Context: an optimization exercise on an open-source flow, tuned for a short achievable clock period and few clock cycles. The choices shown serve that exercise and are no tape-out recipe.
Only simulation tests tie the RTL to the original design; equivalence was not proved.
In every run shown here, the design's own scripts or RTL, not TritonCTS, make the clock network.
The flow treats the clock pin as an ideal source. Dropping or thinning the clock tree relies on that and would not hold on a real chip.
Power figures rest on the tool's default switching activity, not on a simulated workload.

### flow/flow/mycts.tcl
# Two-level clock tree built in place of TritonCTS's tree. The clock port
# drives 4 root buffers, each root drives the leaf buffers of a quarter of
# the flip-flops, and each leaf buffer drives a compact group of at most
# CTS_LEAF_MAX flip-flops. Every flip-flop is reached through exactly two
# clock buffers, and the groups are balanced in size.

proc mycts_split { pts nparts } {
  # pts: list of {payload x y}; split into nparts groups of near equal size
  # by cutting across the longer side of the bounding box, recursively
  if { $nparts <= 1 } { return [list $pts] }
  set xs {}; set ys {}
  foreach p $pts { lappend xs [lindex $p 1]; lappend ys [lindex $p 2] }
  set xs [lsort -integer $xs]; set ys [lsort -integer $ys]
  set idx [expr { ([lindex $xs end] - [lindex $xs 0]) >= ([lindex $ys end] - [lindex $ys 0]) ? 1 : 2 }]
  set sorted [lsort -integer -index $idx $pts]
  set n1 [expr { $nparts / 2 }]
  set cut [expr { ([llength $sorted] * $n1) / $nparts }]
  return [concat [mycts_split [lrange $sorted 0 [expr { $cut - 1 }]] $n1] \
                 [mycts_split [lrange $sorted $cut end] [expr { $nparts - $n1 }]]]
}

proc mycts_centroid { pts } {
  set sx 0; set sy 0
  foreach p $pts { set sx [expr { $sx + [lindex $p 1] }]; set sy [expr { $sy + [lindex $p 2] }] }
  set n [llength $pts]
  return [list [expr { $sx / $n }] [expr { $sy / $n }]]
}

proc mycts_build { leaf_max nroots bufname } {
  set block [ord::get_db_block]
  set master [[ord::get_db] findMaster $bufname]
  set clk [$block findNet clk]
  set sinks {}
  foreach it [$clk getITerms] {
    set r [$it getBBox]
    lappend sinks [list $it [expr { ([$r xMin] + [$r xMax]) / 2 }] [expr { ([$r yMin] + [$r yMax]) / 2 }]]
  }
  puts "mycts: [llength $sinks] clock sinks"
  set nleaves [expr { ([llength $sinks] + $leaf_max - 1) / $leaf_max }]
  set groups [mycts_split $sinks $nleaves]
  set leaves {}
  set i 0
  foreach g $groups {
    lassign [mycts_centroid $g] cx cy
    set inst [odb::dbInst_create $block $master "clkbuf_leaf_$i"]
    $inst setLocation [expr { $cx - [$master getWidth] / 2 }] [expr { $cy - [$master getHeight] / 2 }]
    $inst setPlacementStatus PLACED
    set net [odb::dbNet_create $block "clknet_leaf_$i"]
    $net setSigType CLOCK
    [$inst findITerm X] connect $net
    foreach p $g {
      set it [lindex $p 0]
      $it disconnect
      $it connect $net
    }
    lappend leaves [list $inst $cx $cy]
    incr i
  }
  puts "mycts: [llength $leaves] leaf buffers"
  set rgroups [mycts_split $leaves $nroots]
  set j 0
  foreach g $rgroups {
    lassign [mycts_centroid $g] cx cy
    set inst [odb::dbInst_create $block $master "clkbuf_root_$j"]
    $inst setLocation [expr { $cx - [$master getWidth] / 2 }] [expr { $cy - [$master getHeight] / 2 }]
    $inst setPlacementStatus PLACED
    set net [odb::dbNet_create $block "clknet_root_$j"]
    $net setSigType CLOCK
    [$inst findITerm X] connect $net
    foreach p $g { [[lindex $p 0] findITerm A] connect $net }
    [$inst findITerm A] connect $clk
    incr j
  }
  puts "mycts: [llength $rgroups] root buffers"
  $clk setSigType CLOCK
}
### flow/standard.sh
#!/bin/bash
# synth_recipe.tcl (not shown) runs the flow's synth.tcl, then flattens the netlist and writes it again
# the make line also repeats each setting of config.mk as NAME=value (left out here)
make -C /OpenROAD-flow-scripts/flow DESIGN_CONFIG=/design/flow/config.mk WORK_HOME=/design/flow/orfs CLKGATE_MAP_FILE= SYNTH_SCRIPT=/design/flow/synth_recipe.tcl "${@:-finish}"
### flow/flow/run.sh
#!/bin/bash
# The standard ORFS layout (standard.sh), with three changes:
# - repair_timing is asked to leave SETUP_SLACK_MARGIN ns of setup slack
#   beyond the clock period, so that gates on the critical paths are sized and
#   buffered for speed;
# - it may swap a cell for one of another footprint (MATCH_CELL_FOOTPRINT=0),
#   so that slow port buffers can be replaced;
# - the clock tree is a balanced two-level tree built by flow/mycts.tcl
#   (hooked in with PRE_CTS_TCL) instead of TritonCTS's three-level tree.
# The clock, the SDC, the floorplan, power grid and every other step are
# unchanged. standard.sh's output goes to standard.log; each ORFS step's own
# log is under orfs/logs/.
set -euo pipefail
export SETUP_SLACK_MARGIN="${MARGIN:-12.5}"
export PRE_CTS_TCL="$PWD/flow/cts_hook.tcl"
bash standard.sh MATCH_CELL_FOOTPRINT=0 finish > standard.log 2>&1
### flow/constraint.sdc
create_clock -name core_clock -period 16.0 [get_ports {clk}]
set_input_delay 3.2000 -clock core_clock [delete_from_list [all_inputs] [get_ports {clk}]]
set_output_delay 3.2000 -clock core_clock [all_outputs]
set_load 0.01 [all_outputs]
### flow/config.mk
export PLATFORM = sky130hd
export DESIGN_NAME = arm
export DESIGN_NICKNAME = arm
export VERILOG_FILES = /design/flow/design.v
export SDC_FILE = /design/flow/constraint.sdc
export NUM_CORES = 4
export LEC_CHECK = 0
export ABC_CLOCK_PERIOD_IN_PS = 4000
export CAP_MARGIN = 20
export CORE_MARGIN = 2
export CORE_UTILIZATION = 40
export SLEW_MARGIN = 20
### flow/flow/cts_hook.tcl
# Sourced by ORFS's cts.tcl before clock tree synthesis (PRE_CTS_TCL).
# Replaces TritonCTS's three-level H-tree with the two-level tree of
# mycts.tcl, which reaches every flip-flop through two clock buffers and so
# has a shorter clock latency. Everything after CTS in cts.tcl (placement
# legalisation, repair_timing for setup and hold) runs as usual.
source [file join [file dirname [info script]] mycts.tcl]
rename clock_tree_synthesis tritoncts_clock_tree_synthesis
proc clock_tree_synthesis { args } {
  mycts_build 20 4 sky130_fd_sc_hd__clkbuf_16
  set_propagated_clock [all_clocks]
}
### flow/design.v
module FullAdder (A, B, cin, sum, cout);
	input logic A, B, cin;
	output logic sum, cout;
	assign sum = A ^ B ^ cin;
	assign cout = A&B | cin & (A^B);
endmodule 
module adder #(parameter N = 32) (
	input  logic [N-1:0] a, b,
	input  logic         cin,
	output logic [N-1:0] result,
	output logic         cout0
	);
	localparam int L = 5;  
	logic [N-1:0] p0;
	logic [N-1:0] g [0:L];
	logic [N-1:0] p [0:L];
	assign p0   = a ^ b;
	assign g[0] = (a & b) | {{(N-1){1'b0}}, p0[0] & cin};
	assign p[0] = p0;
	genvar i, k;
	generate
		for (k = 0; k < L; k++) begin : lvl
			for (i = 0; i < N; i++) begin : bit_
				if (i >= (1 << k)) begin : comb
					assign g[k+1][i] = g[k][i] | (p[k][i] & g[k][i - (1 << k)]);
					assign p[k+1][i] = p[k][i] & p[k][i - (1 << k)];
				end else begin : pass
					assign g[k+1][i] = g[k][i];
					assign p[k+1][i] = p[k][i];
				end
			end
		end
	endgenerate
	assign result = p0 ^ {g[L][N-2:0], cin};
	assign cout0  = g[L][N-1];
endmodule
module alu (
	input  logic [31:0] a, b,      
	input  logic        sub,       
	input  logic        do_and,    
	input  logic        do_orr,    
	output logic [31:0] Result,
	output logic [3:0]  ALUFlags,  
	output logic        ZFast      
	);
	logic [31:0] bx, sum, pz;
	logic        cout, zsum, zlog;
	assign bx = b;
	adder #(.N(32)) adding (.a(a), .b(bx), .cin(sub), .result(sum), .cout0(cout));
	assign pz   = (a ^ bx) ^ {(a[30:0] | bx[30:0]), sub};
	assign zsum = ~|pz;
	assign zlog = do_and ? ~|(a & b) : ~|(a | b);
	always_comb begin
		if (do_and)      Result = a & b;
		else if (do_orr) Result = a | b;
		else             Result = sum;
	end
	assign ALUFlags[3] = Result[31];
	assign ZFast       = (do_and | do_orr) ? zlog : zsum;
	assign ALUFlags[2] = ZFast;
	assign ALUFlags[1] = cout;
	assign ALUFlags[0] = ~(a[31] ^ bx[31]) & (a[31] ^ sum[31]);
endmodule
module reg_file (
	input  logic        clk, wr_en,
	input  logic [31:0] write_data,
	input  logic [3:0]  write_addr,
	input  logic [3:0]  read_addr1, read_addr2, read_addr3,
	output logic [31:0] read_data1, read_data2, read_data3
	);
	logic [14:0][31:0] memory;
	genvar i;
	generate
		for (i = 0; i < 15; i++) begin : regs
			always_ff @(posedge clk)
				if (wr_en && write_addr == i) memory[i] <= write_data;
		end
	endgenerate
	assign read_data1 = (wr_en && write_addr == read_addr1) ? write_data : memory[read_addr1];
	assign read_data2 = (wr_en && write_addr == read_addr2) ? write_data : memory[read_addr2];
	assign read_data3 = (wr_en && write_addr == read_addr3) ? write_data : memory[read_addr3];
endmodule
module arm (
    input  logic        clk, rst,
    input  logic [31:0] Instr,
    input  logic [31:0] ReadData,
    output logic [31:0] WriteData,
    output logic [31:0] PC, ALUResult,
    output logic        MemWrite
);
    logic [29:0] PCF;
    logic [3:0]       btb_v;
    logic [3:0][7:0]  btb_tag;    
    logic [3:0][9:0]  btb_tgt;    
    logic [31:0] InstrD;
    logic [29:0] PCD, PCD4, PCD8;     
    logic        validD;
    logic        validE;
    logic [3:0]  CondE;
    logic        RegWriteE, MemWriteE, MemtoRegE, SubE, AndE, OrrE;
    logic        FlagNZE, FlagCVE;
    logic [3:0]  WA3E;
    logic [31:0] SrcAE, SrcBE, StDataE;
    logic        FwdAE, FwdSE;            
    logic        FwdBE, FwdBpE, FwdBnE;   
    logic [3:0]  FlagsReg;                
    logic [31:0] ALUOutM, WriteDataM;
    logic [3:0]  WA3M;
    logic        RegWriteM, MemWriteM, MemtoRegM;
    logic [31:0] ResultW;
    logic [3:0]  WA3W;
    logic        RegWriteW;
    assign PC        = {PCF, 2'b00};
    assign ALUResult = ALUOutM;
    assign WriteData = WriteDataM;
    assign MemWrite  = MemWriteM;
    logic rstq;
    always_ff @(posedge clk) rstq <= rst;
    function automatic logic cond_pass(input logic [3:0] c, input logic [3:0] f);
        logic n, z, cf, v;
        {n, z, cf, v} = f;
        case (c)
            4'h0: cond_pass = z;
            4'h1: cond_pass = ~z;
            4'h2: cond_pass = cf;
            4'h3: cond_pass = ~cf;
            4'h4: cond_pass = n;
            4'h5: cond_pass = ~n;
            4'h6: cond_pass = v;
            4'h7: cond_pass = ~v;
            4'h8: cond_pass = cf & ~z;
            4'h9: cond_pass = ~cf | z;
            4'hA: cond_pass = ~(n ^ v);
            4'hB: cond_pass = n ^ v;
            4'hC: cond_pass = ~z & ~(n ^ v);
            4'hD: cond_pass = z | (n ^ v);
            4'hE: cond_pass = 1'b1;
            default: cond_pass = 1'b0;
        endcase
    endfunction
    logic condPassE, doE;
    assign condPassE = cond_pass(CondE, FlagsReg);
    assign doE       = validE & condPassE;
    logic [7:0] opD;
    logic isAddD, isSubD, isAndD, isOrrD, isLdrD, isStrD, isBD, immD;
    logic useAD, useBD, aluImmD;
    logic [3:0] RA1D, RA2D, RA3D;
    logic [31:0] RD1, RD2, RD3, PC8D, ImmD, ResultM;
    assign opD    = InstrD[27:20];
    assign immD   = InstrD[25];
    assign isAddD = (opD[7:6] == 2'b00) & (opD[4:1] == 4'b0100);
    assign isSubD = (opD[7:6] == 2'b00) & (opD[4:1] == 4'b0010);
    assign isAndD = (opD[7:1] == 7'b0000000);
    assign isOrrD = (opD[7:1] == 7'b0001100);
    assign isLdrD = (opD == 8'b01011001);
    assign isStrD = (opD == 8'b01011000);
    assign isBD   = (opD[7:4] == 4'b1010);
    assign aluImmD = ((isAddD | isSubD) & immD) | isLdrD | isStrD;
    assign useAD   = isAddD | isSubD | isAndD | isOrrD | isLdrD | isStrD;
    assign useBD   = ((isAddD | isSubD) & ~immD) | isAndD | isOrrD;
    assign RA1D = InstrD[19:16];
    assign RA2D = InstrD[3:0];      
    assign RA3D = InstrD[15:12];    
    assign ImmD = (isLdrD | isStrD) ? {20'b0, InstrD[11:0]} : {{24{InstrD[7]}}, InstrD[7:0]};
    assign PC8D = {PCD8, 2'b00};
    reg_file u_reg_file (
        .clk       (clk),
        .wr_en     (RegWriteW),
        .write_data(ResultW),
        .write_addr(WA3W),
        .read_addr1(RA1D),
        .read_addr2(RA2D),
        .read_addr3(RA3D),
        .read_data1(RD1),
        .read_data2(RD2),
        .read_data3(RD3)
    );
    assign ResultM = MemtoRegM ? ReadData : ALUOutM;
    logic fa_m, fa_w, fb_m, fb_w, fs_m, fs_w;
    assign fa_m = (RA1D != 4'd15) & (RA1D == WA3E);
    assign fa_w = (RA1D != 4'd15) & (RA1D == WA3M) & RegWriteM;
    assign fb_m = (RA2D != 4'd15) & (RA2D == WA3E);
    assign fb_w = (RA2D != 4'd15) & (RA2D == WA3M) & RegWriteM;
    assign fs_m = (RA3D != 4'd15) & (RA3D == WA3E);
    assign fs_w = (RA3D != 4'd15) & (RA3D == WA3M) & RegWriteM;
    logic [31:0] RD1D, RD2D, RD3D, OpBD;
    always_comb begin
        if (RA1D == 4'd15) RD1D = PC8D;
        else if (fa_w)     RD1D = ResultM;
        else               RD1D = RD1;
        if (RA2D == 4'd15) RD2D = PC8D;
        else if (fb_w)     RD2D = ResultM;
        else               RD2D = RD2;
        if (RA3D == 4'd15) RD3D = PC8D;
        else if (fs_w)     RD3D = ResultM;
        else               RD3D = RD3;
    end
    assign OpBD = aluImmD ? ImmD : RD2D;
    logic wrE;
    assign wrE = doE & RegWriteE;
    logic stall, ures;
    assign stall = validD & wrE & MemtoRegE &
                   ((useAD & fa_m) | (useBD & fb_m));
    logic [29:0] TargetD, PC4D, PCPlus1F, PCPlus2F, PCHoldF;
    logic [3:0]  condD;
    logic needN, needC, needV, setNZ, setCV, ZFastE, ZD;
    logic neT, neN, btb_hit;
    logic taken0, taken1, misp0, misp1, mispD, takenD;
    logic [29:0] next0, next1;
    logic [1:0]  fidx;
    assign condD = InstrD[31:28];
    always_comb begin
        needN = 1'b0; needC = 1'b0; needV = 1'b0;
        case (condD)
            4'h2, 4'h3, 4'h8, 4'h9: needC = 1'b1;
            4'h4, 4'h5:             needN = 1'b1;
            4'h6, 4'h7:             needV = 1'b1;
            4'hA, 4'hB, 4'hC, 4'hD: begin needN = 1'b1; needV = 1'b1; end
            default: ;
        endcase
    end
    assign setNZ  = doE & FlagNZE;
    assign setCV  = doE & FlagCVE;
    assign ures   = validD & isBD & ((needN & setNZ) | ((needC | needV) & setCV));
    logic [29:0] OffD, csS, csC, zt;
    assign OffD    = {{6{InstrD[23]}}, InstrD[23:0]};
    assign TargetD = PCD8 + OffD;
    assign PC4D    = PCD4;
    assign csS = PCD8 ^ OffD ^ ~PCF;
    assign csC = {(PCD8[28:0] & OffD[28:0]) | (PCD8[28:0] & ~PCF[28:0]) | (OffD[28:0] & ~PCF[28:0]), 1'b0};
    assign zt  = (csS ^ csC) ^ {(csS[28:0] | csC[28:0]), 1'b1};
    assign neT = |zt;
    assign neN = (PC4D != PCF);
    assign taken0 = isBD & cond_pass(condD, {FlagsReg[3], 1'b0, FlagsReg[1:0]});
    assign taken1 = isBD & cond_pass(condD, {FlagsReg[3], 1'b1, FlagsReg[1:0]});
    assign misp0  = validD & ~ures & (taken0 ? neT : neN);
    assign misp1  = validD & ~ures & (taken1 ? neT : neN);
    logic        UresE, neTE, neNE, mispE;
    logic [29:0] TargetE, PC4E, corrE;
    assign mispE = validE & UresE & (condPassE ? neTE : neNE);
    assign corrE = condPassE ? TargetE : PC4E;
    assign fidx     = PCF[1:0];
    assign btb_hit  = btb_v[fidx] & (btb_tag[fidx] == PCF[9:2]);
    assign PCPlus1F = PCF + 30'd1;
    assign PCPlus2F = PCF + 30'd2;
    always_comb begin
        if (stall)        PCHoldF = PCF;
        else if (btb_hit) PCHoldF = {PCF[29:10], btb_tgt[fidx]};
        else              PCHoldF = PCPlus1F;
    end
    assign next0 = mispE ? corrE : misp0 ? (taken0 ? TargetD : PC4D) : PCHoldF;
    assign next1 = mispE ? corrE : misp1 ? (taken1 ? TargetD : PC4D) : PCHoldF;
    assign ZD     = setNZ ? ZFastE : FlagsReg[2];
    assign mispD  = ZD ? misp1 : misp0;
    assign takenD = ZD ? taken1 : taken0;
    always_ff @(posedge clk) begin
        if (rstq) PCF <= {29'b0, ~rst};
        else      PCF <= ZD ? next1 : next0;
    end
    logic       upd, upd_v;
    logic [9:0] upd_pc, upd_tgt;
    always_ff @(posedge clk) begin
        if (rstq) upd <= 1'b0;
        else     upd <= mispD & ~mispE;
        upd_v   <= takenD;
        upd_pc  <= PCD[9:0];
        upd_tgt <= TargetD[9:0];
    end
    always_ff @(posedge clk) begin
        if (rstq) btb_v <= '0;
        else if (upd) begin
            btb_v[upd_pc[1:0]]   <= upd_v;
            btb_tag[upd_pc[1:0]] <= upd_pc[9:2];
            btb_tgt[upd_pc[1:0]] <= upd_tgt;
        end
    end
    logic [31:0] A, B, StData, ALUResultE;
    logic [3:0]  ALUFlags;
    assign A      = FwdAE ? ALUOutM : SrcAE;
    assign B      = ({32{FwdBpE}} & ALUOutM) | ({32{FwdBnE}} & ~ALUOutM) |
                    ({32{~FwdBE}} & SrcBE);
    assign StData = FwdSE ? ResultM : StDataE;
    alu u_alu (
        .a       (A),
        .b       (B),
        .sub     (SubE),
        .do_and  (AndE),
        .do_orr  (OrrE),
        .Result  (ALUResultE),
        .ALUFlags(ALUFlags),
        .ZFast   (ZFastE)
    );
    always_ff @(posedge clk) begin
        if (!stall) begin
            InstrD <= Instr;
            PCD    <= PCF;
            PCD4   <= PCPlus1F;
            PCD8   <= PCPlus2F;
        end
        if (rstq)         validD <= ~rst;
        else if (mispE)   validD <= 1'b0;
        else if (!stall)  validD <= ~mispD;
    end
    always_ff @(posedge clk) begin
        if (rstq) validE <= 1'b0;
        else     validE <= validD & ~stall & ~mispE;
        UresE     <= ures;
        neTE      <= neT;
        neNE      <= neN;
        TargetE   <= TargetD;
        PC4E      <= PC4D;
        CondE     <= InstrD[31:28];
        RegWriteE <= isAddD | isSubD | isAndD | isOrrD | isLdrD;
        MemWriteE <= isStrD;
        MemtoRegE <= isLdrD;
        SubE      <= isSubD;
        AndE      <= isAndD;
        OrrE      <= isOrrD;
        FlagNZE   <= InstrD[20] & (isAddD | isSubD | isAndD | isOrrD);
        FlagCVE   <= InstrD[20] & (isAddD | isSubD);
        WA3E      <= InstrD[15:12];
        SrcAE     <= RD1D;
        SrcBE     <= isSubD ? ~OpBD : OpBD;
        StDataE   <= RD3D;
        FwdAE     <= fa_m & wrE;
        FwdBE     <= fb_m & wrE & ~aluImmD;
        FwdBpE    <= fb_m & wrE & ~aluImmD & ~isSubD;
        FwdBnE    <= fb_m & wrE & ~aluImmD & isSubD;
        FwdSE     <= fs_m & wrE;
    end
    always_ff @(posedge clk) begin
        if (rstq) FlagsReg <= '0;
        else begin
            if (doE & FlagNZE) FlagsReg[3:2] <= ALUFlags[3:2];
            if (doE & FlagCVE) FlagsReg[1:0] <= ALUFlags[1:0];
        end
    end
    always_ff @(posedge clk) begin
        if (rstq) begin
            RegWriteM <= 1'b0;
            MemWriteM <= 1'b0;
        end else begin
            RegWriteM <= wrE;
            MemWriteM <= doE & MemWriteE;
        end
        MemtoRegM  <= MemtoRegE;
        ALUOutM    <= ALUResultE;
        WriteDataM <= StData;
        WA3M       <= WA3E;
    end
    always_ff @(posedge clk) begin
        if (rstq) RegWriteW <= 1'b0;
        else     RegWriteW <= RegWriteM;
        ResultW <= ResultM;
        WA3W    <= WA3M;
    end
endmodule
==> qor.yml, run 1 <==
run_status:
  status: "timing/DRC/antenna clean"
yosys:
  synth-edff-count: 654
  synth_fa_ha_area_share_pct: 4.132
  ys_ff_latch: 997
  yosys.area_share.simple_pct: 7.368
  netlist.top_cell.by_area: "edfxtp_1"
  synth_area_leaders: "edfxtp_1 (35%), mux4_2 (16%), dfxtp_1 (12%), mux2i_1 (5.8%), ha_1 (3.0%)"
  synthCells: 4606
  synthMuxAreaShare_pct: 23.03
  synth_xor_area_share_pct: 4.641
  synth_top_family_by_area: "multiplexers"
  synthFlopType: "edfxtp_1"
  synth-async-reset-ratio_pct: 0
  synth_area_um2: 56020
  avgSynthCellArea_um2: 12.16
  yosysSeqAreaShare_pct: 47.31
  synthDistinctLibCells: 93
  yosys_warnings: 6
  synth_top_area_share_pct: 35.06
  synth_compound_area_share_pct: 9.110
sta:
  fin_crit_sh_pct: 26.30
  tns_ns: 0
  worst_pin_slew_ns: 1.079
  hold_ws_ns: 0.3494
  setup_violations: 0
  fmax_mhz: 237.6
  skew_ns: 0.04012
  period_needed_ns: 4.208
  max_slew_margin_pct: 27.85
  rsz0062_at_grt: "true"
  setup_slack_ns: 11.79
  drv_slew: 0
  finalHoldViolCount: 0
critical_path:
  rr_worst_depth: 17
  cp_max_fo: 2
  required_ns: 12.80
  cpPeakStageDelay_ns: 0.41
  critPathSlowestCell: "dfxtp_4"
  r2r_slack_ns: 11.89
  start_kind: "flop"
  critical-path-top-delay-family: "flip-flops"
  crit_path_cell_trace: "buf_6"
  critPathKind: "reg -> out"
  crit_cells: 1
  arrival_ns: 1.01
  worstSetupEndpointType: "output port"
  cp_num_buf_inv: 1
floorplanning:
  core_um2: 139200
  die_w_um: 378.2
  rows: 137
  die_h_um: 378.2
  dieArea_um2: 143100
  ioPinCount: 163
  start_util_pct: 40.25
final_layout:
  areaGrowthSynthToFinish_pct: 19.71
  n_antenna_cell: 0
  top_register: "u_reg_file.memory"
  final_area_um2: 67060
  final_nets: 5071
  final_layout_size_suffix_gt1_share_pct: 31.98
  largest_reg_flops: 480
  n_fill_cell: 12350
place:
  dp_hpwl_um: 128600
  portBuffers: 160
  place_ws_ns: 10.61
  placedInstanceArea_um2: 60260
  routabilityCongestion: 0.9312
global_route:
  grt_pass1_vias: 39640
  antenna_found_initial: 5
  grt_pass1_wl_um: 287700
  grt_max_degree: 73
  track_usage_pct: 27.59
  grt-ovfl-total: 0
clocking:
  insertion_delay_ns: 0.49
  hold_buffers: 0
  clk_pin_slew_ns: 0.09
detailed_routing:
  wl_per_cell_um: 30.30
  ant_nets: 0
  dr.pass1.iters: 6
  drc: 0
  vias_per_cell: 6.121
  drtIter0Drc: 4864
  vias: 41090
  wl_um: 203500
power_and_ir_drop:
  total_power_mw: 7.037
  switching_share_pct: 33.14
  clockPowerShare_pct: 20.3
  switchingPower_mw: 2.332
  peakVddDrop_mv: 0.08904
  internal_power_mw: 4.705
  p_seq_share_pct: 48.9
  power-per-cell-area_nw_per_um2: 104.9
  power_frac_comb_pct: 30.7
  p_leak_nw: 24.04
worst_hold_path:
  whs_path_depth: 0
  hp-class: "reg -> reg"
flow_run:
  max-cap-violations: 0
-- metal layers --
| metal | part of all wire, % | GRT usage, % | wire, µm | vias to the layer above |
|---|---|---|---|---|
| li1 | - | - | - | 17660 |
| met1 | 40 | 37.02 | 81370 | 20970 |
| met2 | 46 | 43.56 | 93240 | 2078 |
| met3 | 9.6 | 6.086 | 19550 | 383 |
| met4 | 4.6 | 10.73 | 9258 | 6 |
| met5 | 0.017 | 0 | 34 | - |
-- cell usage in the layout (no fill, tap or decap), drive strengths merged, types with 44 or more instances in the layout --
| cell type | Yosys | routed |
|---|---|---|
| o21ai | 300 | 300 |
| buf | 92 | 469 |
| clkbuf | 248 | 66 |
| nor3 | 44 | 44 |
| dfxtp | 343 | 343 |
| xnor2 | 174 | 174 |
| edfxtp | 654 | 654 |
| a21oi | 233 | 233 |
| nand2 | 338 | 338 |
| ha | 133 | 133 |
| xor2 | 122 | 122 |
| inv | 288 | 288 |
| mux2 | 56 | 56 |
| mux2i | 327 | 327 |
| nor2 | 237 | 238 |
| nand3 | 52 | 52 |
| mux4 | 399 | 399 |
| o22ai | 58 | 58 |
-- metrics by stage --
stage | utilization, % | instances
finish | 48.18 | 6714
global route | 48.18 | 6714
CTS | 47.07 | 6640
detailed placement | 43.29 | 6391
global placement | 43.29 | 6391
floorplan | - | 4607
-- worst register-to-register path: cells and delay by family, from the launching register on --
family,cells,cell delay (ns)
buffers and inverters,5,0.69
AO/OA/AOI/OAI,3,0.49
multiplexers,2,0.48
AND/OR/NAND/NOR,6,1.72
flip-flops,1,0.38
adder cells (fa/ha/maj),1,0.23
-- cells in the mapped netlist, drive strengths merged, types with 32 or more instances --
| cell | count |
|---|---|
| nor2b | 38 |
| nor3 | 44 |
| buf | 92 |
| nand4 | 43 |
| xnor2 | 174 |
| nor2 | 237 |
| nand3 | 52 |
| xor2 | 122 |
| dfxtp | 343 |
| mux2i | 327 |
| mux2 | 56 |
| ha | 133 |
| mux4 | 399 |
| fa | 32 |
| a211oi | 35 |
| clkbuf | 248 |
| edfxtp | 654 |
| o22ai | 58 |
| o21ai | 300 |
| a21oi | 233 |
| inv | 288 |
| o211ai | 35 |
| nand2 | 338 |
-- logic make-up (layout without fill, tap and decap cells) --
logic type                 after synthesis  count (layout)
muxes                                  782             782
and+or+nand+nor                        893             896
AOI/OAI and AO/OA                      839             841
xor gates and xnor gates               296             296
buffers and inverters                  632             858
DFF                                    997             997
adders and majority gates              166             166
other                                    1               2
-- power groups by stage --
stage,clock network (mW),logic (mW),registers (mW)
detailed placement,0,1.45,3.58
finish,1.43,2.16,3.44
global route,1.53,2.26,3.48
floorplan,0,0.940,3.39
CTS,1.45,1.95,3.45
global placement,0,1.45,3.57
-- final cells by class --
class	instances	area [µm²]	area share (%)
Sequential cell	997	26810	39.97
Inverter	292	1235	1.841
Timing Repair Buffer	512	5443	8.116
Multi-Input combinational cell	2983	29880	44.56
Tap cell	1876	2347	3.500
Buffer	54	1351	2.015
-- what timing repair did --
item,4_1_cts,5_1_grt
setup buffers,180,72
resized for setup,1003,237
pin swaps,144,127
endpoints found under the hold margin,0,0
cloned,15,2
endpoints found under the setup margin,440,275
-- final timing paths --
kind                   endpoint         from
setup / recovery  ALUResult[11]  ALUOutM[11]
hold / removal        upd_pc[1]       PCD[1]
setup reg to reg         PCF[9]        FwdAE
hold reg to reg       upd_pc[1]       PCD[1]
Testbench counts, summed over its fixed seeds: cycles 33,295.
==> run 2: changes to the inputs <==
==> flow/flow/run.sh (replaced) <==
#!/bin/bash
# The standard ORFS layout (standard.sh), with four changes:
# - repair_timing is asked to leave SETUP_SLACK_MARGIN ns of setup slack
#   beyond the clock period, so that gates on the critical paths are sized and
#   buffered for speed;
# - it may swap a cell for one of another footprint (MATCH_CELL_FOOTPRINT=0),
#   so that slow port buffers can be replaced;
# - synthesis leaves adders to ABC as plain logic (ADDER_MAP_FILE empty),
#   instead of mapping them to the library's full- and half-adder cells,
#   whose carry chains ABC cannot restructure; registers are unchanged;
# - the clock tree is a balanced two-level tree built by flow/mycts.tcl
#   (hooked in with PRE_CTS_TCL) instead of TritonCTS's three-level tree.
# The clock, the SDC, the floorplan, power grid and every other step are
# unchanged. standard.sh's output goes to standard.log; each ORFS step's own
# log is under orfs/logs/.
set -euo pipefail
export SETUP_SLACK_MARGIN="${MARGIN:-12.5}"
export PRE_CTS_TCL="$PWD/flow/cts_hook.tcl"
bash standard.sh MATCH_CELL_FOOTPRINT=0 ADDER_MAP_FILE= finish > standard.log 2>&1
==> run 2 against run 1 <==
  * Still clean
  * Clock power barely moved
  * Power fell by 5.3%
  * Utilization increased by 1.4 points
  * Area after synthesis shrank 0.57%
  * Combinational power down about 10%
  * Setup slack worse by 0.092 ns
  * Global-route usage fell by 0.21 points
  * Sequential cell count stayed put
  * Hold slack got worse by 0.0045 ns
  * Die area decreased by 0.57%
  * Routed wire length down 0.10%
  * Final cell count is 0.27% lower
  * Critical path type unchanged
  * Highest routed layer is now met4
==> qor.yml, run 2 <==
power_and_ir_drop:
  internal_power_mw: 4.535  # -3.6%
  peakVddDrop_mv: 0.09091  # +2.1%
  p_leak_nw: 23.46  # -2.4%
  p_seq_share_pct: 49.5  # +0.6 points
  power_frac_comb_pct: 29.1  # -1.6 points
  switchingPower_mw: 2.129  # -8.7%
  clockPowerShare_pct: 21.4  # +1.1 points
  power-per-cell-area_nw_per_um2: 97.60  # -7.0%
  switching_share_pct: 31.95  # -1.2 points
final_layout:
  final_area_um2: 68280  # +1.8%
  fin_cells: 6696  # -0.27%
  largest_reg_flops: 480  # unchanged
  final_cell_mix: "edfxtp_1 (654), mux4_2 (403), nand2_1 (352)"
  areaGrowthSynthToFinish_pct: 22.58
  top_register: "u_reg_file.memory"
  final_nets: 4969  # -2.0%
  final_layout_size_suffix_gt1_share_pct: 37.18  # +5.2 points
  mostFrequentLayoutCell: "edfxtp_1"
yosys:
  yosys_warnings: 6  # unchanged
  synthCells: 4577  # -0.63%
  synth_top_area_share_pct: 35.26  # +0.20 points
  synthFlopType: "edfxtp_1"
  yosys-top-cells-count: "edfxtp_1 (654), mux4_2 (403), nand2_1 (362)"
  ys_ff_latch: 997  # unchanged
  netlist.top_cell.by_area: "edfxtp_1"
  synthDistinctLibCells: 114  # +23%
  synth-async-reset-ratio_pct: 0  # unchanged
  synth_area_um2: 55700  # -0.57%
  synth_area_leaders: "edfxtp_1 (35%), mux4_2 (16%), dfxtp_1 (12%), mux2i_1 (5.3%), xnor2_1 (3.5%)"
  synth.most_common_cell: "edfxtp_1"
  yosysSeqAreaShare_pct: 47.59  # +0.27 points
  avgSynthCellArea_um2: 12.17  # about the same
  synth-edff-count: 654  # unchanged
sta:
  rsz0062_at_grt: "true"
  period_needed_ns: 4.300  # +0.09210 ns
  fmax_mhz: 232.6  # -2.1%
  max_slew_margin_pct: 13.74  # -14 points
  worst_pin_slew_ns: 1.294  # +0.2149 ns
  skew_ns: 0.05624  # +0.01611 ns
  drv_slew: 0  # unchanged
  setup_slack_ns: 11.70  # -0.09210 ns
  finalHoldViolCount: 0  # unchanged
  tns_ns: 0  # unchanged
  fin_crit_sh_pct: 26.88  # +0.58 points
  setup_violations: 0  # unchanged
place:
  dp_hpwl_um: 122000  # -5.1%
  placedInstanceArea_um2: 59280  # -1.6%
  placed_cells: 6247  # -2.3%
  routabilityCongestion: 0.9123  # -2.0%
  portBuffers: 160  # unchanged
  place_ws_ns: 10.56  # -0.04520 ns
critical_path:
  critPathKind: "reg -> out"
  arrival_ns: 1.10  # +0.09 ns
  r2r_slack_ns: 11.99  # +0.10 ns
  cp_max_fo: 2  # unchanged
  required_ns: 12.80  # about the same
  worstSetupEndpointType: "output port"
  rr_startpoint: "FwdBnE"
  reg2reg_to: "PCF[4]"
  rr_worst_depth: 18  # +1
  start_kind: "flop"
global_route:
  grt_pass1_wl_um: 287500  # about the same
  track_usage_pct: 27.38  # -0.21 points
  grt-ovfl-total: 0  # unchanged
  grt_max_degree: 138  # +89%
  antenna_found_initial: 3  # -2
  grt_pass1_vias: 40030  # +0.98%
detailed_routing:
  met2_length_um: 91110  # -2.3%
  met1Wirelength_um: 81080  # -0.35%
  vias_per_cell: 6.352  # +3.8%
  drc: 0  # unchanged
  dr.pass1.iters: 6  # unchanged
  drtIter0Drc: 6015  # +24%
  wl_um: 203200  # -0.10%
  top_layer: "met4"
  vias: 42530  # +3.5%
  ant_nets: 0  # unchanged
  wl_met3_um: 21660  # +11%
  wl_per_cell_um: 30.35  # +0.16%
worst_hold_path:
  min_to: "upd_pc[4]"
  hp-class: "reg -> reg"
  whs_path_depth: 0  # unchanged
  hp-start: "PCD[4]"
clocking:
  clk_pin_slew_ns: 0.09  # about the same
  hold_buffers: 0  # unchanged
  insertion_delay_ns: 0.50  # about the same
floorplanning:
  start_util_pct: 40.41  # +0.16 points
  dieArea_um2: 142300  # -0.57%
  rows: 136  # -0.73%
  ioPinCount: 163  # unchanged
  core_um2: 137800  # -0.97%
  die_w_um: 377.2  # -0.28%
  die_h_um: 377.2  # -0.28%
flow_run:
  max-cap-violations: 0  # unchanged
run_status:
  status: "timing/DRC/antenna clean"
-- run 2: final cells by class --
| cell class | instances | area, µm² |
|---|---|---|
| Antenna cell | 1 | 2.502 |
| Buffer | 54 | 1351 |
| Timing Repair inverter | 1 | 11.26 |
| Fill cell | 11830 | 69550 |
| Tap cell | 1794 | 2245 |
| Timing Repair Buffer | 632 | 6704 |
| Multi-Input combinational cell | 3133 | 30700 |
| Inverter | 84 | 456.7 |
| Sequential cell | 997 | 26810 |
-- run 2: cell families after synthesis --
family / Yosys count / synth area share, %
flops: 997 / 47.59
other cells: 1 / 0.006732
xor+xnor: 325 / 5.200
buf+inv: 451 / 3.307
compound gates: 899 / 10.44
mux: 810 / 23.93
simple gates: 1063 / 8.965
fa+ha+maj: 31 / 0.5683
-- run 2: worst max-delay path by stage --
stage / startpoint / endpoint / slack [ns] / depth (start not counted)
2_1_floorplan: ReadData[12] / SrcBE[12] / 12.05 / 5
3_3_place_gp: InstrD[16] / SrcAE[1] / 10.66 / 9
3_5_place_dp: InstrD[14] / PCF[2] / 10.56 / 15
4_1_cts: PCF[0] / PC[2] / 11.69 / 2
5_1_grt: PCF[0] / PC[2] / 11.69 / 2
6_report: PCF[0] / PC[2] / 11.70 / 2
-- run 2: layer usage --
layer | GRT usage, % | vias up
met5 | 0 | -
met4 | 9.887 | 0
met3 | 5.320 | 436
met2 | 42.25 | 2544
met1 | 38.37 | 21480
li1 | - | 18070
-- run 2: through the flow --
| stage | hold WS [ns] | total power [mW] | utilization [%] |
|---|---|---|---|
| 6_report | 0.3449 | 6.664 | 49.54 |
| 4_1_cts | 0.3455 | 6.430 | 47.69 |
| 3_5_place_dp | 0.3269 | 4.630 | 43.01 |
| 5_1_grt | 0.3501 | 6.867 | 49.54 |
| 2_1_floorplan | 0.3233 | 4.080 | - |
| 3_3_place_gp | 0.3244 | 4.620 | 43.01 |
-- run 2: power groups by stage --
stage | Clock (mW) | Combinational [mW] | Sequential, mW
after floorplan | 0 | 0.838 | 3.24
after global placement | 0 | 1.21 | 3.41
after detailed placement | 0 | 1.21 | 3.42
after CTS | 1.44 | 1.70 | 3.30
after global routing | 1.52 | 2.02 | 3.33
final | 1.43 | 1.94 | 3.30
-- run 2: timing repair --
| action | in CTS | in global routing |
|---|---|---|
| endpoints found under the hold margin | 0 | 0 |
| cloned | 19 | 6 |
| resized for setup | 1128 | 364 |
| setup endpoints to repair | 464 | 314 |
| setup buffers | 257 | 112 |
| pin swaps | 162 | 213 |
-- run 2: worst max-delay path, cell delays in order (launching register included) --
cell	delay [ns]
dfxtp_4	0.38
buf_16	0.14
buf_6	0.11
==> run 3: changes to the inputs <==
--- a/flow/design.v
+++ b/flow/design.v
@@ -97,23 +97,22 @@
     logic        validD;
     logic        validE;
     logic [3:0]  CondE;
-    logic        RegWriteE, MemWriteE, MemtoRegE, SubE, AndE, OrrE;
+    logic        RegWriteE, MemtoRegE, SubE, AndE, OrrE;
     logic        FlagNZE, FlagCVE;
     logic [3:0]  WA3E;
-    logic [31:0] SrcAE, SrcBE, StDataE;
-    logic        FwdAE, FwdSE;            
+    logic [31:0] SrcAE, SrcBE;
+    logic        FwdAE;                   
     logic        FwdBE, FwdBpE, FwdBnE;   
     logic [3:0]  FlagsReg;                
-    logic [31:0] ALUOutM, WriteDataM;
+    logic [31:0] MemAddrE, WDataE;        
+    logic        MemWrE;
+    logic [31:0] ResM;
     logic [3:0]  WA3M;
-    logic        RegWriteM, MemWriteM, MemtoRegM;
-    logic [31:0] ResultW;
-    logic [3:0]  WA3W;
-    logic        RegWriteW;
+    logic        RegWriteM;
     assign PC        = {PCF, 2'b00};
-    assign ALUResult = ALUOutM;
-    assign WriteData = WriteDataM;
-    assign MemWrite  = MemWriteM;
+    assign ALUResult = MemAddrE;
+    assign WriteData = WDataE;
+    assign MemWrite  = MemWrE;
     logic rstq;
     always_ff @(posedge clk) rstq <= rst;
     function automatic logic cond_pass(input logic [3:0] c, input logic [3:0] f);
@@ -138,14 +137,15 @@
             default: cond_pass = 1'b0;
         endcase
     endfunction
+    logic [31:0] ALUResultE;
     logic condPassE, doE;
     assign condPassE = cond_pass(CondE, FlagsReg);
     assign doE       = validE & condPassE;
     logic [7:0] opD;
     logic isAddD, isSubD, isAndD, isOrrD, isLdrD, isStrD, isBD, immD;
-    logic useAD, useBD, aluImmD;
+    logic aluImmD;
     logic [3:0] RA1D, RA2D, RA3D;
-    logic [31:0] RD1, RD2, RD3, PC8D, ImmD, ResultM;
+    logic [31:0] RD1, RD2, RD3, PC8D, ImmD;
     assign opD    = InstrD[27:20];
     assign immD   = InstrD[25];
     assign isAddD = (opD[7:6] == 2'b00) & (opD[4:1] == 4'b0100);
@@ -156,8 +156,6 @@
     assign isStrD = (opD == 8'b01011000);
     assign isBD   = (opD[7:4] == 4'b1010);
     assign aluImmD = ((isAddD | isSubD) & immD) | isLdrD | isStrD;
-    assign useAD   = isAddD | isSubD | isAndD | isOrrD | isLdrD | isStrD;
-    assign useBD   = ((isAddD | isSubD) & ~immD) | isAndD | isOrrD;
     assign RA1D = InstrD[19:16];
     assign RA2D = InstrD[3:0];      
     assign RA3D = InstrD[15:12];    
@@ -165,9 +163,9 @@
     assign PC8D = {PCD8, 2'b00};
     reg_file u_reg_file (
         .clk       (clk),
-        .wr_en     (RegWriteW),
-        .write_data(ResultW),
-        .write_addr(WA3W),
+        .wr_en     (RegWriteM),
+        .write_data(ResM),
+        .write_addr(WA3M),
         .read_addr1(RA1D),
         .read_addr2(RA2D),
         .read_addr3(RA3D),
@@ -175,35 +173,29 @@
         .read_data2(RD2),
         .read_data3(RD3)
     );
-    assign ResultM = MemtoRegM ? ReadData : ALUOutM;
-    logic fa_m, fa_w, fb_m, fb_w, fs_m, fs_w;
-    assign fa_m = (RA1D != 4'd15) & (RA1D == WA3E);
-    assign fa_w = (RA1D != 4'd15) & (RA1D == WA3M) & RegWriteM;
-    assign fb_m = (RA2D != 4'd15) & (RA2D == WA3E);
-    assign fb_w = (RA2D != 4'd15) & (RA2D == WA3M) & RegWriteM;
-    assign fs_m = (RA3D != 4'd15) & (RA3D == WA3E);
-    assign fs_w = (RA3D != 4'd15) & (RA3D == WA3M) & RegWriteM;
     logic [31:0] RD1D, RD2D, RD3D, OpBD;
-    always_comb begin
-        if (RA1D == 4'd15) RD1D = PC8D;
-        else if (fa_w)     RD1D = ResultM;
-        else               RD1D = RD1;
-        if (RA2D == 4'd15) RD2D = PC8D;
-        else if (fb_w)     RD2D = ResultM;
-        else               RD2D = RD2;
-        if (RA3D == 4'd15) RD3D = PC8D;
-        else if (fs_w)     RD3D = ResultM;
-        else               RD3D = RD3;
-    end
+    assign RD1D = (RA1D == 4'd15) ? PC8D : RD1;
+    assign RD2D = (RA2D == 4'd15) ? PC8D : RD2;
+    assign RD3D = (RA3D == 4'd15) ? PC8D : RD3;
     assign OpBD = aluImmD ? ImmD : RD2D;
-    logic wrE;
-    assign wrE = doE & RegWriteE;
-    logic stall, ures;
-    assign stall = validD & wrE & MemtoRegE &
-                   ((useAD & fa_m) | (useBD & fb_m));
+    logic wrE, fa_e, fb_e, fs_e;
+    assign wrE  = doE & RegWriteE;
+    assign fa_e = (RA1D != 4'd15) & (RA1D == WA3E) & wrE;
+    assign fb_e = (RA2D != 4'd15) & (RA2D == WA3E) & wrE;
+    assign fs_e = (RA3D != 4'd15) & (RA3D == WA3E) & wrE;
+    logic [31:0] AddrD, WDataD;
+    logic        condOKD, MemWrD;
+    assign AddrD   = RD1D + {20'b0, InstrD[11:0]};
+    assign WDataD  = fs_e ? (MemtoRegE ? ReadData : ALUResultE) : RD3D;
+    assign condOKD = cond_pass(InstrD[31:28], FlagsReg);
+    logic stall, ures, setNZ, setCV;
+    assign setNZ = doE & FlagNZE;
+    assign setCV = doE & FlagCVE;
+    assign stall = validD & (((isLdrD | isStrD) & fa_e) |
+                             (isStrD & (InstrD[31:28] != 4'hE) & (setNZ | setCV)));
     logic [29:0] TargetD, PC4D, PCPlus1F, PCPlus2F, PCHoldF;
     logic [3:0]  condD;
-    logic needN, needC, needV, setNZ, setCV, ZFastE, ZD;
+    logic needN, needC, needV, ZFastE, ZD;
     logic neT, neN, btb_hit;
     logic taken0, taken1, misp0, misp1, mispD, takenD;
     logic [29:0] next0, next1;
@@ -219,8 +211,6 @@
             default: ;
         endcase
     end
-    assign setNZ  = doE & FlagNZE;
-    assign setCV  = doE & FlagCVE;
     assign ures   = validD & isBD & ((needN & setNZ) | ((needC | needV) & setCV));
     logic [29:0] OffD, csS, csC, zt;
     assign OffD    = {{6{InstrD[23]}}, InstrD[23:0]};
@@ -274,12 +264,11 @@
             btb_tgt[upd_pc[1:0]] <= upd_tgt;
         end
     end
-    logic [31:0] A, B, StData, ALUResultE;
+    logic [31:0] A, B;
     logic [3:0]  ALUFlags;
-    assign A      = FwdAE ? ALUOutM : SrcAE;
-    assign B      = ({32{FwdBpE}} & ALUOutM) | ({32{FwdBnE}} & ~ALUOutM) |
+    assign A      = FwdAE ? ResM : SrcAE;
+    assign B      = ({32{FwdBpE}} & ResM) | ({32{FwdBnE}} & ~ResM) |
                     ({32{~FwdBE}} & SrcBE);
-    assign StData = FwdSE ? ResultM : StDataE;
     alu u_alu (
         .a       (A),
         .b       (B),
@@ -311,7 +300,6 @@
         PC4E      <= PC4D;
         CondE     <= InstrD[31:28];
         RegWriteE <= isAddD | isSubD | isAndD | isOrrD | isLdrD;
-        MemWriteE <= isStrD;
         MemtoRegE <= isLdrD;
         SubE      <= isSubD;
         AndE      <= isAndD;
@@ -321,12 +309,14 @@
         WA3E      <= InstrD[15:12];
         SrcAE     <= RD1D;
         SrcBE     <= isSubD ? ~OpBD : OpBD;
-        StDataE   <= RD3D;
-        FwdAE     <= fa_m & wrE;
-        FwdBE     <= fb_m & wrE & ~aluImmD;
-        FwdBpE    <= fb_m & wrE & ~aluImmD & ~isSubD;
-        FwdBnE    <= fb_m & wrE & ~aluImmD & isSubD;
-        FwdSE     <= fs_m & wrE;
+        FwdAE     <= fa_e;
+        FwdBE     <= fb_e & ~aluImmD;
+        FwdBpE    <= fb_e & ~aluImmD & ~isSubD;
+        FwdBnE    <= fb_e & ~aluImmD & isSubD;
+        MemAddrE  <= AddrD;
+        WDataE    <= WDataD;
+        if (rstq) MemWrE <= 1'b0;
+        else      MemWrE <= validD & isStrD & condOKD & ~stall & ~mispE;
     end
     always_ff @(posedge clk) begin
         if (rstq) FlagsReg <= '0;
@@ -336,22 +326,9 @@
         end
     end
     always_ff @(posedge clk) begin
-        if (rstq) begin
-            RegWriteM <= 1'b0;
-            MemWriteM <= 1'b0;
-        end else begin
-            RegWriteM <= wrE;
-            MemWriteM <= doE & MemWriteE;
-        end
-        MemtoRegM  <= MemtoRegE;
-        ALUOutM    <= ALUResultE;
-        WriteDataM <= StData;
-        WA3M       <= WA3E;
-    end
-    always_ff @(posedge clk) begin
-        if (rstq) RegWriteW <= 1'b0;
-        else     RegWriteW <= RegWriteM;
-        ResultW <= ResultM;
-        WA3W    <= WA3M;
+        if (rstq) RegWriteM <= 1'b0;
+        else      RegWriteM <= wrE;
+        ResM <= MemtoRegE ? ReadData : ALUResultE;
+        WA3M <= WA3E;
     end
 endmodule
==> flow/flow/run.sh (replaced) <==
#!/bin/bash
# The standard ORFS layout (standard.sh), with three changes:
# - repair_timing is asked to leave SETUP_SLACK_MARGIN ns of setup slack
#   beyond the clock period, so that gates on the critical paths are sized and
#   buffered for speed;
# - it may swap a cell for one of another footprint (MATCH_CELL_FOOTPRINT=0),
#   so that slow port buffers can be replaced;
# - the clock tree is a balanced two-level tree built by flow/mycts.tcl
#   (hooked in with PRE_CTS_TCL) instead of TritonCTS's three-level tree.
# The clock, the SDC, the floorplan, power grid and every other step are
# unchanged. standard.sh's output goes to standard.log; each ORFS step's own
# log is under orfs/logs/.
set -euo pipefail
export SETUP_SLACK_MARGIN="${MARGIN:-12.5}"
export PRE_CTS_TCL="$PWD/flow/cts_hook.tcl"
bash standard.sh MATCH_CELL_FOOTPRINT=0 finish > standard.log 2>&1
==> run 3 against run 2 <==
  * Power is 0.58% lower
  * Critical path depth is 1 lower
  * Combinational power is 3% lower
  * Sequential cell count is 40 lower
  * Design area is 2.5% lower
  * Final cell count is 0.75% lower
  * Global-route usage is 0.78 points higher
  * Clock skew is 0.015 ns higher
  * Sequential share of layout area is 0.093 points lower
==> qor.yml, run 3 <==
place:
  portBuffers: 160  # unchanged
  placed_cells: 6324  # +1.2%
  dp_hpwl_um: 132900  # +8.9%
  place_ws_ns: 10.43  # -0.1295 ns
  routabilityCongestion: 0.9375  # +2.8%
floorplanning:
  ioPinCount: 163  # unchanged
  core_um2: 137800  # unchanged
  start_util_pct: 40.36  # -0.054 points
  rows: 136  # unchanged
  die_h_um: 376.9  # about the same
  dieArea_um2: 142100  # -0.13%
  die_w_um: 376.9  # about the same
sta:
  drv_slew: 0  # unchanged
  setup_slack_ns: 11.65  # -0.04900 ns
  max_slew_margin_pct: 29.83  # +16 points
  period_needed_ns: 4.349  # +0.04900 ns
  fmax_mhz: 229.9  # -1.1%
  skew_ns: 0.07106  # +0.01482 ns
  setup_violations: 0  # unchanged
  tns_ns: 0  # unchanged
  finalHoldViolCount: 0  # unchanged
  rsz0062_at_grt: "true"
  fin_crit_sh_pct: 27.18  # +0.31 points
  worst_pin_slew_ns: 1.053  # -0.2412 ns
yosys:
  synth_area_um2: 55630  # -0.13%
  synth-async-reset-ratio_pct: 0  # unchanged
  netlist.top_cell.by_area: "edfxtp_1"
  yosys.area_share.simple_pct: 8.372  # -0.59 points
  yosys_warnings: 6  # unchanged
  synthDistinctLibCells: 98  # -14%
  synth_area_leaders: "edfxtp_1 (35%), mux4_2 (16%), dfxtp_1 (11%), mux2i_1 (4.9%), xnor2_1 (3.8%)"
  synth_top_area_share_pct: 35.30  # +0.047 points
  avgSynthCellArea_um2: 12.07  # -0.83%
  synthMuxAreaShare_pct: 21.51  # -2.4 points
  yosys-top-cells-count: "edfxtp_1 (654), mux4_2 (400), nand2_1 (375)"
  synthCells: 4609  # +0.70%
  synth.most_common_cell: "edfxtp_1"
  synth_fa_ha_area_share_pct: 4.449  # +3.9 points
  ys_ff_latch: 957  # -4.0%
  synthFlopType: "edfxtp_1"
  synth-edff-count: 654  # unchanged
  synth_xor_area_share_pct: 4.737  # -0.46 points
  yosysSeqAreaShare_pct: 46.21  # -1.4 points
  synth_compound_area_share_pct: 10.10  # -0.34 points
  synth_top_family_by_area: "multiplexers"
final_layout:
  mostFrequentLayoutCell: "edfxtp_1"
  final_cell_mix: "edfxtp_1 (654), mux4_2 (400), nand2_1 (336)"
  fin_util_pct: 48.31  # -1.2 points
  largest_reg_flops: 480  # unchanged
  areaGrowthSynthToFinish_pct: 19.69
  final_layout_size_suffix_gt1_share_pct: 30.58  # -6.6 points
  top_register: "u_reg_file.memory"
  final_nets: 5095  # +2.5%
  fin_cells: 6646  # -0.75%
detailed_routing:
  wl_per_cell_um: 31.26  # +3.0%
  vias_per_cell: 6.375  # +0.36%
  dr.pass1.iters: 6  # unchanged
  drtIter0Drc: 6016  # +0.017%
  vias: 42370  # -0.39%
  wl_um: 207700  # +2.2%
  ant_nets: 0  # unchanged
  drc: 0  # unchanged
power_and_ir_drop:
  switching_share_pct: 33.89  # +1.9 points
  p_leak_nw: 24.54  # +4.6%
  p_seq_share_pct: 50.7  # +1.2 points
  peakVddDrop_mv: 0.08376  # -7.9%
  clockPowerShare_pct: 20.8  # -0.6 points
  internal_power_mw: 4.380  # -3.4%
  power_frac_comb_pct: 28.4  # -0.7 points
  power-per-cell-area_nw_per_um2: 99.52  # +2.0%
  switchingPower_mw: 2.245  # +5.5%
global_route:
  grt_pass1_vias: 39790  # -0.61%
  track_usage_pct: 28.17  # +0.78 points
  grt_pass1_wl_um: 292200  # +1.6%
  antenna_found_initial: 8  # +5
  grt_max_degree: 141  # +2.2%
  grt-ovfl-total: 0  # unchanged
critical_path:
  critPathSlowestCell: "dfxtp_4"
  cp_max_fo: 1  # -1
  cp_num_buf_inv: 1  # -1
  required_ns: 12.80  # about the same
  crit_path_cell_trace: "buf_6"
  critPathKind: "reg -> out"
  critical-path-top-delay-family: "flip-flops"
  start_kind: "flop"
  worstSetupEndpointType: "output port"
  arrival_ns: 1.15  # +0.05 ns
  cpPeakStageDelay_ns: 0.49  # +0.11 ns
worst_hold_path:
  hp-class: "reg -> reg"
clocking:
  clk_pin_slew_ns: 0.11  # +0.02 ns
  insertion_delay_ns: 0.49  # about the same
  hold_buffers: 0  # unchanged
flow_run:
  max-cap-violations: 0  # unchanged
run_status:
  status: "timing/DRC/antenna clean"
[run 3: cell types whose count changed after synthesis, moves of 58 or more]
cell and delta:
inv_1 +238, ha_1 +145, a21oi_1 -112, mux2_2 -85, nor2_1 -61, a211oi_1 -58
[run 3: stage by stage]
step	instance area, µm²	power [mW]	hold slack (ns)
6_report	66580	6.626	0.3429
5_1_grt	66570	6.831	0.3505
4_1_cts	64930	6.441	0.3441
3_5_place_dp	59340	4.821	0.3291
3_3_place_gp	59340	4.816	0.3233
2_1_floorplan	56180	4.133	0.3233
[run 3: cells by family (layout without fill, tap and decap cells)]
logic type | Yosys count | in the layout
other cells | 1 | 5
xor+xnor | 300 | 300
compound gates | 850 | 850
fa+ha+maj | 178 | 178
buf+inv | 644 | 878
mux | 692 | 692
simple gates | 987 | 992
flops | 957 | 957
[run 3: per-layer routing]
| layer | global-route usage [%] | wire length [µm] |
|---|---|---|
| met4 | 8.913 | 8536 |
| met5 | 0 | 11 |
| met3 | 6.236 | 24810 |
| met1 | 40.85 | 84020 |
| met2 | 41.88 | 90370 |
[run 3: what timing repair did]
item,4_1_cts,5_1_grt
hold endpoints to repair,0,0
buffers inserted,172,69
gates cloned,23,3
resized for setup,1011,215
pin swaps,149,142
setup endpoints to repair,348,267
[run 3: final timing paths]
path         startpoint            end  slack [ns]  cells after the start
max reg2reg  InstrD[16]   MemAddrE[23]       11.73                     18
min              PCD[1]      upd_pc[1]        0.34                      0
max          WDataE[29]  WriteData[29]       11.65                      1
min reg2reg      PCD[1]      upd_pc[1]        0.34                      0
[run 3: final cells by class]
class | count | area, µm²
Tap cell | 1794 | 2245
Timing Repair Buffer | 505 | 5493
Buffer | 52 | 1301
Antenna cell | 3 | 7.507
Sequential cell | 957 | 26080
Inverter | 321 | 1261
Multi-Input combinational cell | 3014 | 30200
Fill cell | 11970 | 71250
[run 3: power groups by stage]
stage / logic [mW] / registers (mW) / clock network (mW)
4_1_cts: 1.70 / 3.35 / 1.39
6_report: 1.88 / 3.36 / 1.38
5_1_grt: 1.98 / 3.38 / 1.47
3_3_place_gp: 1.40 / 3.41 / 0
3_5_place_dp: 1.40 / 3.42 / 0
2_1_floorplan: 0.925 / 3.21 / 0
Testbench counts of run 3, summed over its fixed seeds: cycles 32,721.
==> run 4: changes to the inputs <==
--- a/flow/config.mk
+++ b/flow/config.mk
@@ -5,7 +5,7 @@
 export SDC_FILE = /design/flow/constraint.sdc
 export NUM_CORES = 4
 export LEC_CHECK = 0
-export ABC_CLOCK_PERIOD_IN_PS = 4000
+export ABC_CLOCK_PERIOD_IN_PS = 1000
 export CAP_MARGIN = 20
 export CORE_MARGIN = 2
 export CORE_UTILIZATION = 40
==> run 4 against run 3 <==
  * Combinational power barely moved
  * Clock power is essentially flat
  * Largest power group unchanged
  * Critical path type unchanged
  * Critical path depth did not move
  * Via count is the same
  * Highest routed layer unchanged
  * Synthesized cell count did not move
  * Fmax stayed put
  * Utilization unchanged
  * Hold slack is the same
  * Sequential share of layout area did not move
  * Power is the same
  * Still clean
  * Critical endpoint unchanged
  * Routed wire length did not move
  * Register-to-register slack about the same
==> qor.yml, run 4 <==
run_status:
  status: "timing/DRC/antenna clean"
global_route:
  grt_max_degree: 141  # unchanged
  track_usage_pct: 28.17  # unchanged
  grt-ovfl-total: 0  # unchanged
  antenna_found_initial: 8  # unchanged
  grt_pass1_vias: 39790  # unchanged
  grt_pass1_wl_um: 292200  # unchanged
detailed_routing:
  drc: 0  # unchanged
  wl_per_cell_um: 31.26  # unchanged
  wl_um: 207700  # unchanged
  ant_nets: 0  # unchanged
  vias: 42370  # unchanged
  dr.pass1.iters: 6  # unchanged
  vias_per_cell: 6.375  # unchanged
  drtIter0Drc: 6016  # unchanged
final_layout:
  final_nets: 5095  # unchanged
  n_fill_cell: 11970  # unchanged
  regArea_um2: 26080  # unchanged
  multiInputGateArea_um2: 30200  # unchanged
  mostFrequentLayoutCell: "edfxtp_1"
  largest_reg_flops: 480  # unchanged
  final_cell_mix: "edfxtp_1 (654), mux4_2 (400), nand2_1 (336)"
  fin_util_pct: 48.31  # unchanged
  top_register: "u_reg_file.memory"
  areaGrowthSynthToFinish_pct: 19.69  # unchanged
  final_layout_size_suffix_gt1_share_pct: 30.58  # unchanged
floorplanning:
  core_um2: 137800  # unchanged
  die_w_um: 376.9  # unchanged
  ioPinCount: 163  # unchanged
  dieArea_um2: 142100  # unchanged
  die_h_um: 376.9  # unchanged
  start_util_pct: 40.36  # unchanged
  rows: 136  # unchanged
sta:
  rsz0062_at_grt: "true"
  tns_ns: 0  # unchanged
  skew_ns: 0.07106  # unchanged
  finalHoldViolCount: 0  # unchanged
  worst_pin_slew_ns: 1.053  # unchanged
  max_slew_margin_pct: 29.83  # unchanged
  setup_violations: 0  # unchanged
  drv_slew: 0  # unchanged
  period_needed_ns: 4.349  # unchanged
  fin_crit_sh_pct: 27.18  # unchanged
  fmax_mhz: 229.9  # unchanged
  hold_ws_ns: 0.3429  # unchanged
critical_path:
  cpPeakStageDelay_ns: 0.49  # about the same
  cp_max_fo: 1  # unchanged
  rr_worst_depth: 18  # unchanged
  crit_cells: 1  # unchanged
  start_kind: "flop"
  critical-path-top-delay-family: "flip-flops"
  rr_startpoint: "InstrD[16]"
  reg2reg_to: "MemAddrE[23]"
  cp-startpoint: "WDataE[29]"
  crit_path_cell_trace: "buf_6"
  required_ns: 12.80  # about the same
  worstSetupEndpointType: "output port"
  critPathKind: "reg -> out"
  critPathSlowestCell: "dfxtp_4"
  r2r_slack_ns: 11.73  # about the same
  arrival_ns: 1.15  # about the same
  cp_num_buf_inv: 1  # unchanged
  cp-endpoint: "WriteData[29]"
power_and_ir_drop:
  power_frac_comb_pct: 28.4  # about the same
  switchingPower_mw: 2.245  # unchanged
  p_leak_nw: 24.54  # unchanged
  internal_power_mw: 4.380  # unchanged
  clockPowerShare_pct: 20.8  # about the same
  p_seq_share_pct: 50.7  # about the same
  peakVddDrop_mv: 0.08376  # unchanged
  switching_share_pct: 33.89  # unchanged
  power-per-cell-area_nw_per_um2: 99.52  # unchanged
worst_hold_path:
  hp-class: "reg -> reg"
  whs_path_depth: 0  # unchanged
place:
  portBuffers: 160  # unchanged
  dp_hpwl_um: 132900  # unchanged
  routabilityCongestion: 0.9375  # unchanged
yosys:
  synth_compound_area_share_pct: 10.10  # unchanged
  avgSynthCellArea_um2: 12.07  # unchanged
  yosys.area_share.simple_pct: 8.372  # unchanged
  yosys_warnings: 6  # unchanged
  ys_ff_latch: 957  # unchanged
  yosysSeqAreaShare_pct: 46.21  # unchanged
  synth-edff-count: 654  # unchanged
  synth_fa_ha_area_share_pct: 4.449  # unchanged
  synthDistinctLibCells: 98  # unchanged
  synth_top_area_share_pct: 35.30  # unchanged
  synth_xor_area_share_pct: 4.737  # unchanged
  synthFlopType: "edfxtp_1"
  synth_top_family_by_area: "multiplexers"
  synthMuxAreaShare_pct: 21.51  # unchanged
  synth-async-reset-ratio_pct: 0  # unchanged
  synth_area_um2: 55630  # unchanged
  synth_area_leaders: "edfxtp_1 (35%), mux4_2 (16%), dfxtp_1 (11%), mux2i_1 (4.9%), xnor2_1 (3.8%)"
  synth.most_common_cell: "edfxtp_1"
  synthCells: 4609  # unchanged
  netlist.top_cell.by_area: "edfxtp_1"
  yosys-top-cells-count: "edfxtp_1 (654), mux4_2 (400), nand2_1 (375)"
clocking:
  insertion_delay_ns: 0.49  # about the same
  clk_pin_slew_ns: 0.11  # about the same
flow_run:
  max-cap-violations: 0  # unchanged
-- run 4: power by group through the flow --
stage	registers, mW	logic (mW)	clock network [mW]
2_1_floorplan	3.21	0.925	0
3_3_place_gp	3.41	1.40	0
3_5_place_dp	3.42	1.40	0
4_1_cts	3.35	1.70	1.39
5_1_grt	3.38	1.98	1.47
6_report	3.36	1.88	1.38
-- run 4: cell type report --
type                            count  area share, %
Buffer                             52          1.954
Inverter                          321          1.894
Timing Repair Buffer              505          8.250
Tap cell                         1794          3.371
Multi-Input combinational cell   3014          45.35
Antenna cell                        3        0.01128
Sequential cell                   957          39.17
-- run 4: metrics by stage --
stage / total power [mW] / area [µm²] / cells / worst slack, ns
global placement: 4.816 / 59340 / 6324 / 10.45
CTS: 6.441 / 64930 / 6571 / 11.63
detailed placement: 4.821 / 59340 / 6324 / 10.43
global route: 6.831 / 66570 / 6643 / 11.65
finish: 6.626 / 66580 / 6646 / 11.65
floorplan: 4.133 / 56180 / 4610 / 11.45
-- run 4: repair_timing --
item | in CTS | in global routing
gates resized for setup | 1011 | 215
pin swaps | 149 | 142
cloned | 23 | 3
hold buffers | 0 | 0
buffers inserted | 172 | 69
setup endpoints to repair | 348 | 267
-- run 4: worst min-delay path by stage --
stage,endpoint,from
2_1_floorplan,upd_pc[1],PCD[1]
3_3_place_gp,upd_pc[9],PCD[9]
3_5_place_dp,upd_pc[5],PCD[5]
4_1_cts,upd_pc[1],PCD[1]
5_1_grt,upd_pc[1],PCD[1]
6_report,upd_pc[1],PCD[1]
-- run 4: per-layer routing --
layer	GRT usage, %	vias to the layer above	share of wire (%)
met1	40.85	21510	40
met2	41.88	2664	43
met5	0	-	0.0053
met3	6.236	382	12
li1	-	17810	-
met4	8.913	2	4.1
-- run 4: logic make-up (layout without fill, tap and decap cells) --
kind of cell | after synthesis | in the layout
flops | 957 | 957
fa+ha+maj | 178 | 178
simple gates | 987 | 992
other cells | 1 | 5
xor+xnor | 300 | 300
compound gates | 850 | 850
mux | 692 | 692
buf+inv | 644 | 878

[static timing again, ports no longer ideal]
In the flow no input, the clock included, has a driving cell. The finished layouts below were timed again as built, in two steps. Step 1 assumes that a clkbuf_16 drives the clock port and a buf_2 every other input. Step 2 also shifts input and output timing later by t, the mid clock arrival at the registers, as if the neighbouring blocks saw the same clock. Three values: ideal ports, drivers, drivers and shift; two values: the first two.
run | t (ns) | setup WS [ns] | slew at the worst register clock pin (ns) | worst data-port slew with drivers (ns)
run 1 | 0.620 | 11.792 / 11.637 / 11.379 | 0.10 / 0.10 | 0.21
run 2 | 0.627 | 11.700 / 11.538 / 11.514 | 0.10 / 0.10 | 0.16
run 3 | 0.622 | 11.651 / 11.488 / 11.732 | 0.11 / 0.11 | 0.16
run 4 | 0.622 | 11.651 / 11.488 / 11.732 | 0.11 / 0.11 | 0.16
After both steps setup and hold are still met in every run listed. For run 1, which loses most, drivers alone change the setup slack by -0.155 ns; drivers and shift together by -0.413 ns.
